What follows belongs to an exercise in optimizing a design on an open flow for small area and a short achievable clock period; a production flow would make more cautious choices. Where RTL was checked, it was by simulation tests only, not by an equivalence proof against the original. Power and IR drop assume default switching activity.

==> wip/delta: inputs <==
==> flow/design.v (excerpt) <==
module ALU (
    input             clk,
    input             rst,
    input             i_vld,
    input      [31:0] i_a,
    input      [31:0] i_b,
    input             opcode,
    output reg [31:0] o_res,
    output reg        o_res_vld,
    output reg        overflow
);
reg        vld1, vld2, vld3;
reg [31:0] a1, b1;
reg        op1;
always @(posedge clk or posedge rst)
    if (rst) begin
        vld1 <= 1'b0; vld2 <= 1'b0; vld3 <= 1'b0; o_res_vld <= 1'b0;
    end else begin
        vld1 <= i_vld; vld2 <= vld1; vld3 <= vld2; o_res_vld <= vld3;
    end
always @(posedge clk) begin
    a1 <= i_a; b1 <= i_b; op1 <= opcode;
end
wire        sa = a1[31], sb = b1[31];
wire [7:0]  ea = a1[30:23], eb = b1[30:23];
wire [22:0] fa = a1[22:0], fb = b1[22:0];
wire        ha = |ea, hb = |eb;
wire [23:0] ma1 = {ha, fa};
wire [23:0] mb1 = {hb, fb};
wire        emax_a = &ea, emax_b = &eb;
  ...
clock: 9.0 ns
lec_check: 0
abc_area: 1
cap_margin: 20
core_margin: 2
core_utilization: 40
place_density: 0.6
setup_slack_margin: 5
slew_margin: 20
run.sh (not shown) runs the stock make flow with config.mk's settings and CLKGATE_MAP_FILE= SYNTH_SCRIPT=/design/flow/synth_recipe.tcl, a recipe that flattens the netlist after the stock synthesis.
==> inputs of wip/tundra, as changes to wip/delta <==
- CTS_CLUSTER_DIAMETER: unset -> 100
- CTS_CLUSTER_SIZE: unset -> 30
==> inputs of wip/amber, as changes to wip/delta <==
--- a/flow/design.v
+++ b/flow/design.v
@@ -19,10 +19,20 @@
         vld1 <= i_vld; vld2 <= vld1; vld3 <= vld2; o_res_vld <= vld3;
     end
 always @(posedge clk) begin
     a1 <= i_a; b1 <= i_b; op1 <= opcode;
 end
+wire [8:0]  dab_i = {1'b0, i_a[30:23]} - {1'b0, i_b[30:23]};
+wire [7:0]  dba_i = i_b[30:23] - i_a[30:23];
+wire [7:0]  dif_i = dab_i[8] ? dba_i : dab_i[7:0];
+wire        big_i = (|dif_i[7:5]) | (&dif_i[4:3]);       
+reg         a_is_L1;
+reg  [4:0]  sh5;
+always @(posedge clk) begin
+    a_is_L1 <= (i_a[30:0] >= i_b[30:0]);
+    sh5     <= big_i ? 5'd23 : dif_i[4:0];
+end
 wire        sa = a1[31], sb = b1[31];
 wire [7:0]  ea = a1[30:23], eb = b1[30:23];
 wire [22:0] fa = a1[22:0], fb = b1[22:0];
 wire        ha = |ea, hb = |eb;
 wire [23:0] ma1 = {ha, fa};
@@ -35,31 +45,20 @@
 wire add_nan = nan_a | nan_b | (inf_a & inf_b & (sa ^ sb));
 wire mul_nan = nan_a | nan_b | (inf_a & zero_b) | (zero_a & inf_b);
 wire nan1  = op1 ? mul_nan : add_nan;
 wire inf1  = (inf_a | inf_b) & ~nan1;
 wire zero1 = op1 ? (zero_a | zero_b) : (zero_a & zero_b);
-wire [8:0]  dab = {1'b0, ea} - {1'b0, eb};
-wire [7:0]  dba = eb - ea;
-wire        gt  = ~dab[8] & (|dab[7:0]);         
-wire        eqe = ~|dab[7:0];
-wire [7:0]  diff = dab[8] ? dba : dab[7:0];
-wire        big = (|diff[7:5]) | (&diff[4:3]);
-wire [23:0] Lp = gt ? ma1 : mb1;
-wire [23:0] Sp = gt ? mb1 : ma1;
-wire [23:0] sh0 = diff[0] ? {1'b0, Sp[23:1]} : Sp;
-wire [23:0] sh1 = diff[1] ? {2'b0, sh0[23:2]} : sh0;
-wire [23:0] sh2 = diff[2] ? {4'b0, sh1[23:4]} : sh1;
-wire [23:0] sh3 = diff[3] ? {8'b0, sh2[23:8]} : sh2;
-wire [23:0] sh4 = diff[4] ? {16'b0, sh3[23:16]} : sh3;
-wire [23:0] Sal = big ? {23'b0, Sp[23]} : sh4;
-wire        fge = (fa >= fb);
-wire        swp = eqe & fge;
-wire [23:0] L1 = swp ? Sal : Lp;
-wire [23:0] S1 = swp ? Lp : Sal;
-wire        a_is_L = gt | swp;
+wire        a_is_L = a_is_L1;
+wire [23:0] L1 = a_is_L ? ma1 : mb1;
+wire [23:0] Sp = a_is_L ? mb1 : ma1;
+wire [23:0] sh0 = sh5[0] ? {1'b0, Sp[23:1]} : Sp;
+wire [23:0] sh1 = sh5[1] ? {2'b0, sh0[23:2]} : sh0;
+wire [23:0] sh2 = sh5[2] ? {4'b0, sh1[23:4]} : sh1;
+wire [23:0] sh3 = sh5[3] ? {8'b0, sh2[23:8]} : sh2;
+wire [23:0] S1  = sh5[4] ? {16'b0, sh3[23:16]} : sh3;
 wire        add_sign = a_is_L ? sa : sb;
-wire [7:0]  expL = gt ? ea : eb;
+wire [7:0]  expL = a_is_L ? ea : eb;
 wire        mul_sign = sa ^ sb;
 wire [7:0]  exp_raw = ea + eb - 8'd127;
 wire bneg0;
 wire bone0;
 wire btwo0;
@@ -2002,17 +2001,18 @@
 assign c542 = (c462 & c360) | (c462 & s361) | (c360 & s361);
 assign s543 = c464 ^ c212 ^ s213;
 assign c544 = (c464 & c212) | (c464 & s213) | (c212 & s213);
 reg        op2, sign2, nan2, inf2, zero2, sub2;
 reg [23:0] L2, S2;
-reg [7:0]  expL2, expm2;
+reg [7:0]  exp2;       
+wire [7:0] expL2 = exp2, expm2 = exp2;
 reg [126:0] t2;
 always @(posedge clk) begin
     op2 <= op1; nan2 <= nan1; inf2 <= inf1; zero2 <= zero1;
     sign2 <= op1 ? mul_sign : add_sign;
     sub2 <= sa ^ sb;
-    L2 <= L1; S2 <= S1; expL2 <= expL; expm2 <= exp_raw;
+    L2 <= L1; S2 <= S1; exp2 <= op1 ? exp_raw : expL;
     t2 <= {s365, c544, s543, s463, s363, c362, c542, s541, s461, c460, c540, s539, s457, c456, s455, c454, c538, s537, c536, pp12_13, s189, s535, c534, s533, c532, pp12_11, s343, s531, c530, s529, c528, s335, s527, c526, c524, pp12_8, s525, s523, c522, s437, s521, c520, c518, s519, s517, c516, c514, s515, s513, c512, c510, s511, s509, c508, c506, s507, s505, c504, c502, s503, s501, c500, c498, s499, s497, c496, c494, s495, s493, c492, c490, s491, s489, c488, c486, bneg11, s487, s485, c484, s397, s395, s483, c482, s75, s393, s481, c480, s257, s255, s479, c478, s61, s251, s477, c476, s475, c474, s473, c472, s471, c470, s469, c468, pp6_1, s467, s375, c374, s373, c372, s371, c370, pp4_1, s369, s221, c220, s219, c218, bneg3, s217, c466, s465, s367, s215, s1, pp0_1, bneg0, pp0_0};
 end
 wire t2_0_0 = t2[0];
 wire t2_0_1 = t2[1];
 wire t2_1_0 = t2[2];
@@ -2255,12 +2255,12 @@
 wire [47:0] prod = X + Y;
 wire [47:0] zc = {X[46:1] | Y[46:1], X[0] & Y[0], 1'b0};
 wire [47:0] zt = X ^ Y ^ zc;
 wire        st0 = |zt[22:0];    
 wire        st1 = |zt[23:1];    
-wire [24:0] sum = sub2 ? ({1'b0, L2} - {1'b0, S2}) : ({1'b0, L2} + {1'b0, S2});
-wire        sz  = ~|sum;
+wire [24:0] sum = {1'b0, L2} + ({1'b0, S2} ^ {25{sub2}}) + {24'b0, sub2};
+wire        sz  = sub2 ? (L2 == S2) : ~|(L2 | S2);    
 reg  [2:0]  lz;
 always @(*) begin
     if      (sum[22]) lz = 3'd1;
     else if (sum[21]) lz = 3'd2;
     else if (sum[20]) lz = 3'd3;
@@ -2270,19 +2270,20 @@
     else              lz = 3'd7;
 end
 reg        op3, sign3, nan3, inf3, zero3;
 reg [24:0] p3;           
 reg        st0_3, st1_3;
-reg [7:0]  expm3;
+reg [7:0]  exp3;
+wire [7:0] expm3 = exp3;
 reg [24:0] sum3;
 reg        sz3;
 reg [2:0]  lz3;
-reg [7:0]  expL3;
+wire [7:0] expL3 = exp3;
 always @(posedge clk) begin
     op3 <= op2; sign3 <= sign2; nan3 <= nan2; inf3 <= inf2; zero3 <= zero2;
-    p3 <= prod[47:23]; st0_3 <= st0; st1_3 <= st1; expm3 <= expm2;
-    sum3 <= sum; sz3 <= sz; lz3 <= lz; expL3 <= expL2;
+    p3 <= prod[47:23]; st0_3 <= st0; st1_3 <= st1; exp3 <= exp2;
+    sum3 <= sum; sz3 <= sz; lz3 <= lz;
 end
 wire        msb   = p3[24];
 wire [22:0] T     = msb ? p3[24:2] : p3[23:1];
 wire        guard = msb ? p3[1] : p3[0];
 wire        odd   = msb ? p3[2] : p3[1];
==> key figures <==
Logic synthesis
  – Synth Register Bits: 376
  – Post-Syn Area: 0.0319 sq mm
  – Syn Inst Count: 4,027

Layout
  – Num sequential: 376
  – Final Non-Filler Cells: 5,122
  – FILL cells: 7,897
  – Multi-input gate area: 0.0217 sq mm
  – Clock buf/inv share: 0.0220
  – Nets: 4,600
  – Register Area: 0.00756 sq mm

Power
  – Sequential power share: 0.195
  – Internal: 6.49 mW

Clocking
  – Post-CTS resize count: 79

Routing
  – Starting DRT DRC Count: 2,883

Worst setup path
  – Critical path depth: 13

Status
  – Status: no timing/DRC/antenna violations

GRT
  – First-pass GRT wire length: 167,000 microns

Place
  – Post-DP HPWL: 78,400 microns
# the run above: wip/tundra

==> key figures <==
Clocking
  – Post-CTS resize count: 68

Worst setup path
  – Critical path depth: 13

Layout
  – Clock buf/inv share: 0.0424
  – Num sequential: 366
  – FILL cells: 7,790
  – Nets: 4,675
  – Final Non-Filler Cells: 5,199

GRT
  – First-pass GRT wire length: 166,000 microns
  – Largest net degree at the start of global routing: 76

Routing
  – Starting DRT DRC Count: 3,093
  – Met3 WL: 11,200 microns

Logic synthesis
  – Post-Syn Area: 0.0318 sq mm
  – Syn Inst Count: 4,065
  – Synth Register Bits: 366

Place
  – Post-DP HPWL: 78,600 microns

Status
  – Status: no timing/DRC/antenna violations

Power
  – Internal: 6.91 mW
# the run above: wip/amber

==> key figures <==
Power
  – Internal: 7.06 mW
  – Leakage: 16.8 nW

GRT
  – First-pass GRT wire length: 169,000 microns

Logic synthesis
  – Syn Inst Count: 4,027
  – Synth Register Bits: 376
  – Multiplexer share of the synthesized area: 0.00200
  – Post-Syn Area: 0.0319 sq mm

Layout
  – Nets: 4,632
  – Num sequential: 376
  – Multi-input gate area: 0.0217 sq mm
  – FILL cells: 7,835
  – Register Area: 0.00756 sq mm
  – Final Non-Filler Cells: 5,175

Worst setup path
  – Critical path depth: 12

Routing
  – Starting DRT DRC Count: 2,728
  – Vias: 28,700

Clocking
  – Clock root cell: clkbuf_16

Place
  – Post-DP HPWL: 78,400 microns

Status
  – Status: no timing/DRC/antenna violations
# the run above: wip/delta

For wip/amber, only the layout was checked, not whether the RTL still works.

-- separate check: timing with driven ports --
In the flow no input, the clock included, has a driving cell. The finished layouts below were timed again as built, in two steps.
Step 1 (the two cells are an assumption about what drives the block):
set clk [get_ports {clk}]
set_driving_cell -lib_cell sky130_fd_sc_hd__clkbuf_16 $clk
set_driving_cell -lib_cell sky130_fd_sc_hd__buf_2 [delete_from_list [all_inputs] $clk]
Step 2 adds t to the input delays and takes it off the output delays; t is the mean of the earliest and latest rising clock arrival at the registers after step 1. Input paths then give back, and output paths get back, about the clock's delay inside the block.
Slacks: ideal ports / drivers / drivers and shift; pairs: ideal ports / drivers.
| run | shift t [ns] | setup slack, ns | hold slack, ns | worst register clock-pin slew, ns |
|---|---|---|---|---|
| wip/delta | 0.663 | 5.053 / 5.053 / 5.053 | 0.321 / 0.321 / 0.321 | 0.07 / 0.07 |
| wip/tundra | 0.646 | 5.084 / 5.084 / 5.084 | 0.338 / 0.338 / 0.338 | 0.12 / 0.12 |
| wip/amber | 0.649 | 5.071 / 5.071 / 4.581 | 0.319 / 0.319 / 0.319 | 0.07 / 0.07 |
After both steps setup and hold are still met in every run listed. The setup slack of wip/amber, which loses most, moves by 0.000 ns with the drivers and by -0.490 ns with both steps.
